This is an optimization exercise on Yosys and OpenROAD, whose aim is small area, not a production implementation. At most, simulation tests tie the RTL to the original design; equivalence was not proved. The clock input has no modelled driver; a real chip could not lean on it and would need a root buffer or a full tree. No activity file was given, so power comes from the tool's default toggle rates.

== the reference run ==
==> flow/design.v <==
module i2s(
    input               rst_i,
    input               mck_i,
    input               lrck_i,
    input               bck_i,
    input               data_i,
    output              mck_o,
    output              lrck_o,
    output              data_o,
    output reg          sdo,
    output reg          sync
);
assign  mck_o = mck_i;
assign  lrck_o = lrck_i;
assign  data_o = data_i;
reg     lr1;
reg     d0;
always @(negedge bck_i) begin
    lr1 <= rst_i & lrck_i;
    d0 <= data_i;
end
localparam [1:0] CMD = 2'd2, D1 = 2'd0, D2 = 2'd1, IDLE = 2'd3;
localparam [7:0] FB = 8'b00101101;
reg         lr2;
reg [6:0]   dl;
reg [31:0]  sh;
reg [1:0]   ph;
reg [2:0]   k;       
reg         f;
wire start = lr1 ^ lr2;
wire load = !rst_i || start;
wire trans = k == 3'd0;     
wire data = ph == D1 || ph == D2;
wire pu = f & ~lr1;
wire dbit = f ? ~lr1 : sh[31];
wire cbit = pu ? (k == 3'd6 || k == 3'd4)
               : (k == 3'd7 || (trans && !lr1));
always @(posedge bck_i) begin
    lr2 <= lr1;
    dl <= {dl[5:0], d0};
    if (data)
        sh <= {sh[30:16], sh[15] & ~f, sh[14:0], dl[6] ^ (ph == D1 && k == 3'd1)};
    if (load) begin
        k <= 3'd1;
        ph <= CMD;
    end
    else begin
        k <= {k[1:0], FB[k]};
        if (trans)
            case (ph)
                CMD: ph <= D1;
                D1: ph <= D2;
                D2: ph <= IDLE;
                default: ph <= IDLE;
            endcase
    end
    if (!rst_i)
        f <= 1'b1;
    else if (start && !lr1)
        f <= 1'b0;
    if (rst_i) begin
        sync <= !start && ph == IDLE;
        sdo <= data ? dbit : (ph == CMD && cbit);
    end
end
endmodule
==> flow/config.mk <==
export PLATFORM = sky130hd
export DESIGN_NAME = i2s
export DESIGN_NICKNAME = i2s
export VERILOG_FILES = /design/flow/design.v
export SDC_FILE = /design/flow/constraint.sdc
export NUM_CORES = 4
export LEC_CHECK = 0
export CAP_MARGIN = 20
export CORE_MARGIN = 2
export CORE_UTILIZATION = 40
export SLEW_MARGIN = 20
==> flow/constraint.sdc <==
create_clock -name core_clock -period 10.0 [get_ports {bck_i}]
set_input_delay 2.0000 -clock core_clock [delete_from_list [all_inputs] [get_ports {bck_i}]]
set_output_delay 2.0000 -clock core_clock [all_outputs]
set_load 0.01 [all_outputs]
standard.sh (not shown) runs the stock make flow with config.mk's settings and CLKGATE_MAP_FILE= SYNTH_SCRIPT=/design/flow/synth_recipe.tcl, a recipe that flattens the netlist after the stock synthesis.
==> flow/flow/run.sh <==
#!/bin/bash
# The standard layout (standard.sh), with these changes:
#  - ports are buffered with buf_1 instead of the default clkdlybuf4s50_1;
#  - the clock tree is a flat one (flow/flat_cts.tcl): the clock port drives
#    4 sky130_fd_sc_hd__clkbuf_4 cells, each driving a cluster of nearby clock sinks;
#  - power recovery (downsizing off the critical paths) after global routing,
#    followed by another design repair (flow/post_grt.tcl).
# make's output goes to standard.log, each step's log to orfs/logs/.
set -euo pipefail
export BUFFER_PORTS_ARGS="-buffer_cell sky130_fd_sc_hd__buf_1"
export PRE_CTS_TCL="$PWD/flow/flat_cts.tcl"
export POST_GLOBAL_ROUTE_TCL="$PWD/flow/post_grt.tcl"
export FLAT_CTS_N=4
export FLAT_CTS_CELL=sky130_fd_sc_hd__clkbuf_4
export FLAT_CTS_NET=bck_i
export FLAT_CTS_KEEP_INVERTERS=0
export RECOVER_POWER=0
bash standard.sh > standard.log 2>&1
Other scripts of this flow, unchanged in this note and not shown: flow/flow/flat_cts.tcl, flow/flow/post_grt.tcl
Here is what was changed in the inputs of the trial run compared with the reference run.
diff --git a/flow/design.v b/flow/design.v
--- a/flow/design.v
+++ b/flow/design.v
@@ -16,35 +16,35 @@
 reg     lr1;
 reg     d0;
 always @(negedge bck_i) begin
     lr1 <= rst_i & lrck_i;
     d0 <= data_i;
 end
-localparam [1:0] CMD = 2'd2, D1 = 2'd0, D2 = 2'd1, IDLE = 2'd3;
-localparam [7:0] FB = 8'b00101101;
+localparam [1:0] CMD = 2'd0, D1 = 2'd2, D2 = 2'd3, IDLE = 2'd1;
+localparam [7:0] FB = 8'b01001011;
 reg         lr2;
 reg [6:0]   dl;
 reg [31:0]  sh;
 reg [1:0]   ph;
 reg [2:0]   k;       
 reg         f;
 wire start = lr1 ^ lr2;
 wire load = !rst_i || start;
-wire trans = k == 3'd0;     
+wire trans = k == 3'd7;     
 wire data = ph == D1 || ph == D2;
 wire pu = f & ~lr1;
 wire dbit = f ? ~lr1 : sh[31];
-wire cbit = pu ? (k == 3'd6 || k == 3'd4)
-               : (k == 3'd7 || (trans && !lr1));
+wire cbit = pu ? (k == 3'd1 || k == 3'd3)
+               : (k == 3'd0 || (trans && !lr1));
 always @(posedge bck_i) begin
     lr2 <= lr1;
     dl <= {dl[5:0], d0};
     if (data)
-        sh <= {sh[30:16], sh[15] & ~f, sh[14:0], dl[6] ^ (ph == D1 && k == 3'd1)};
+        sh <= {sh[30:16], sh[15] & ~f, sh[14:0], dl[6] ^ (ph == D1 && k == 3'd6)};
     if (load) begin
-        k <= 3'd1;
+        k <= 3'd6;
         ph <= CMD;
     end
     else begin
         k <= {k[1:0], FB[k]};
         if (trans)
             case (ph)
==> comparison <==
- Between the trial run and the reference run, the difference in fraction of power consumed by combinational cells is negligible.
- Reported for the trial run and the reference run, buffer count from post-CTS setup fixing turned out identical to the last digit.
- Diff the reference run..the trial run | number of sequential cells in the layout | unchanged
- From the reference run to the trial run, row count did not move at all.
- Global-route usage: the trial run < the reference run
- The trial run vs the reference run: multi-input combinational gate total up in the trial run
- Critical path depth came out exactly the same in the trial run and the reference run.
- Compared to the reference run, the trial run has headroom to the max-slew limit 17 points higher.
- Final estimated routing congestion in global placement is lower on the reference run
- | power consumption | the trial run vs the reference run | ≈ equal |
- Diff the trial run and the reference run: synthesized area lower in the trial run
Only the layout flow was run in the reference run; the RTL was not checked for function there. No run of this note takes its clock network from TritonCTS; it comes from the design's own scripts or RTL.

---

== run 5 ==
RTL: the design.v shown in full above, as it stands there.
export LEC_CHECK = 0
export CAP_MARGIN = 20
export CORE_MARGIN = 2
export CORE_UTILIZATION = 40
export SLEW_MARGIN = 20
create_clock -name core_clock -period 10.0 [get_ports {bck_i}]
==> flow/flow/run.sh <==
#!/bin/bash
# The standard layout (standard.sh), with these changes:
#  - ports are buffered with buf_1 instead of the default clkdlybuf4s50_1;
#  - the clock tree is a flat one (flow/flat_cts.tcl): the clock port drives
#    4 sky130_fd_sc_hd__clkbuf_4 cells, each driving a cluster of nearby clock sinks;
#  - power recovery (downsizing off the critical paths) after global routing,
#    followed by another design repair (flow/post_grt.tcl).
# make's output goes to standard.log, each step's log to orfs/logs/.
set -euo pipefail
export BUFFER_PORTS_ARGS="-buffer_cell sky130_fd_sc_hd__buf_1"
export PRE_CTS_TCL="$PWD/flow/flat_cts.tcl"
export POST_GLOBAL_ROUTE_TCL="$PWD/flow/post_grt.tcl"
export FLAT_CTS_N=4
export FLAT_CTS_CELL=sky130_fd_sc_hd__clkbuf_4
export FLAT_CTS_NET=bck_i
export FLAT_CTS_KEEP_INVERTERS=0
export FLAT_CTS_UNBUFFER=1
export RECOVER_POWER=0
bash standard.sh > standard.log 2>&1
Other scripts of this flow, unchanged in this note and not shown: flow/flow/flat_cts.tcl, flow/flow/post_grt.tcl
Relative to run 5, the following input files were edited for run 4:
--- a/flow/design.v
+++ b/flow/design.v
@@ -17,11 +17,11 @@
 reg     d0;
 always @(negedge bck_i) begin
     lr1 <= rst_i & lrck_i;
     d0 <= data_i;
 end
-localparam [1:0] CMD = 2'd2, D1 = 2'd0, D2 = 2'd1, IDLE = 2'd3;
+localparam [1:0] CMD = 2'd1, D1 = 2'd0, D2 = 2'd2, IDLE = 2'd3;
 localparam [7:0] FB = 8'b00101101;
 reg         lr2;
 reg [6:0]   dl;
 reg [31:0]  sh;
 reg [1:0]   ph;
Results
- | global-route usage | run 4 vs run 5 | 0.58 points higher |
- In the tables for run 5 and run 4, transition time at the pin with the least slew margin reads higher with run 5.
- As far as die area goes, run 4 and run 5 are indistinguishable; the numbers are identical.
- Via count of the routed design: run 4 < run 5
- Between run 5 and run 4, the synthesized cell count does not differ in any meaningful way.
- The routing usage on met3 number comes out lower for run 5 vs run 4.
- Relative to run 5, routed wire length on met2 decreased by about 4.6% in run 4.
- Summary of run 4 over run 5: first-pass GRT wire length saw an increase; share of total power in the clock network saw a decrease; total power saw little to no change.
- Summary of run 4 over run 5: routed wire length has decreased; worst slew margin relative to its limit has increased; routability congestion estimate has remained practically unchanged.
No run of this note included a check of the RTL's function; only the layout flow was run. In every run of this note, the design's own scripts or RTL, not TritonCTS, make the clock network.

---

== v6 ==
i2s, a different RTL version from the one above (not shown whole).
Size in the first run: about 100 cells after synthesis, about 51 flip-flops, ~10 I/O pins, about 1700 um2 of cells after synthesis.
==> module i2s, before the edit <==
module i2s(
    input               rst_i,
    input               mck_i,
    input               lrck_i,
    input               bck_i,
    input               data_i,
    output              mck_o,
    output              lrck_o,
    output              data_o,
    output reg          sdo,
    output reg          sync
);
assign  mck_o = mck_i;
assign  lrck_o = lrck_i;
assign  data_o = data_i;
reg     lr1;
reg     d0;
always @(negedge bck_i) begin
    lr1 <= rst_i & lrck_i;
    d0 <= data_i;
end
reg         lr2;
reg [6:0]   dl;
reg [31:0]  sh;
reg [4:0]   cnt;     
reg [1:0]   m;       
wire start = lr1 ^ lr2;
wire pu = &m;
wire dbit = pu | (~|m & sh[31]);
wire [2:0] k = cnt[2:0];
wire cbit = pu ? (k == 3'd5 || k == 3'd6) : (k == 3'd4 || (k == 3'd7 && !lr1));
always @(posedge bck_i) begin
    lr2 <= lr1;
    dl <= {dl[5:0], d0};
    if (cnt[4])
        sh <= {sh[30:0], dl[6] ^ ~|cnt[3:0]};
    if (!rst_i || start)
        cnt <= 5'd8;
    else if (cnt[4] || cnt[3])
        cnt <= cnt + 5'd1;
    if (!rst_i)
        m <= 2'd3;
    else if (start && m != 2'd0)
        m <= m - 2'd1;
    if (rst_i) begin
        if (start)
            sync <= 1'b0;
        else begin
            sync <= ~(cnt[4] | cnt[3]);
            sdo <= cnt[4] ? dbit : (cnt[3] & cbit);
        end
    end
end
endmodule
export LEC_CHECK = 0
export CAP_MARGIN = 20
export CORE_MARGIN = 2
export CORE_UTILIZATION = 40
export SLEW_MARGIN = 20
create_clock -name core_clock -period 10.0 [get_ports {bck_i}]
run.sh (not shown) runs the stock make flow with config.mk's settings and CLKGATE_MAP_FILE= SYNTH_SCRIPT=/design/flow/synth_recipe.tcl, a recipe that flattens the netlist after the stock synthesis.
Stock flow here: none of the scripts above is used.
v6: all stages complete, timing, DRC and antenna checks passed
Changes in v7 relative to v6:
==> flow/design.v <==
module i2s(
    input               rst_i,
    input               mck_i,
    input               lrck_i,
    input               bck_i,
    input               data_i,
    output              mck_o,
    output              lrck_o,
    output              data_o,
    output reg          sdo,
    output reg          sync
);
assign  mck_o = mck_i;
assign  lrck_o = lrck_i;
assign  data_o = data_i;
reg     lr1;
reg     d0;
always @(negedge bck_i) begin
    lr1 <= rst_i & lrck_i;
    d0 <= data_i;
end
localparam [1:0] CMD = 2'd0, D1 = 2'd2, D2 = 2'd3, IDLE = 2'd1;
localparam [7:0] FB = 8'b01001011;
reg         lr2;
reg [6:0]   dl;
reg [31:0]  sh;
reg [1:0]   ph;
reg [2:0]   k;       
reg         f;
wire start = lr1 ^ lr2;
wire load = !rst_i || start;
wire trans = k == 3'd7;     
wire data = ph == D1 || ph == D2;
wire pu = f & ~lr1;
wire dbit = f ? ~lr1 : sh[31];
wire cbit = pu ? (k == 3'd1 || k == 3'd3)
               : (k == 3'd0 || (trans && !lr1));
always @(posedge bck_i) begin
    lr2 <= lr1;
    dl <= {dl[5:0], d0};
    if (data)
        sh <= {sh[30:16], sh[15] & ~f, sh[14:0], dl[6] ^ (ph == D1 && k == 3'd6)};
    if (load) begin
        k <= 3'd6;
        ph <= CMD;
    end
    else begin
        k <= {k[1:0], FB[k]};
        if (trans)
            case (ph)
                CMD: ph <= D1;
                D1: ph <= D2;
                D2: ph <= IDLE;
                default: ph <= IDLE;
            endcase
    end
    if (!rst_i)
        f <= 1'b1;
    else if (start && !lr1)
        f <= 1'b0;
    if (rst_i) begin
        sync <= !start && ph == IDLE;
        sdo <= data ? dbit : (ph == CMD && cbit);
    end
end
endmodule
## What came out
- Every run in the comparison, v6 and v7, completed the flow with a clean layout.
- Compared to v6, v7 leaves less free space in the core.
- v7: via count 117 below v6
- Synthesized cell count: v7 lower than v6
- Comparing the two runs side by side, v7 comes out ahead of v6 on slack of the critical path.
- Compared with v6, in v7 detailed-route wire length lost 420 um; wire length on met1 lost 12%; met3 wirelength from detailed routing decreased by 25% relative to the old numbers; cell row count lost 1; die area now sits lower.
- Relative contribution of sequential cells to total power (higher): v6
- | design area | v7 vs v6 | better |
- Cmp v6 and v7 / cell count / lower: v7
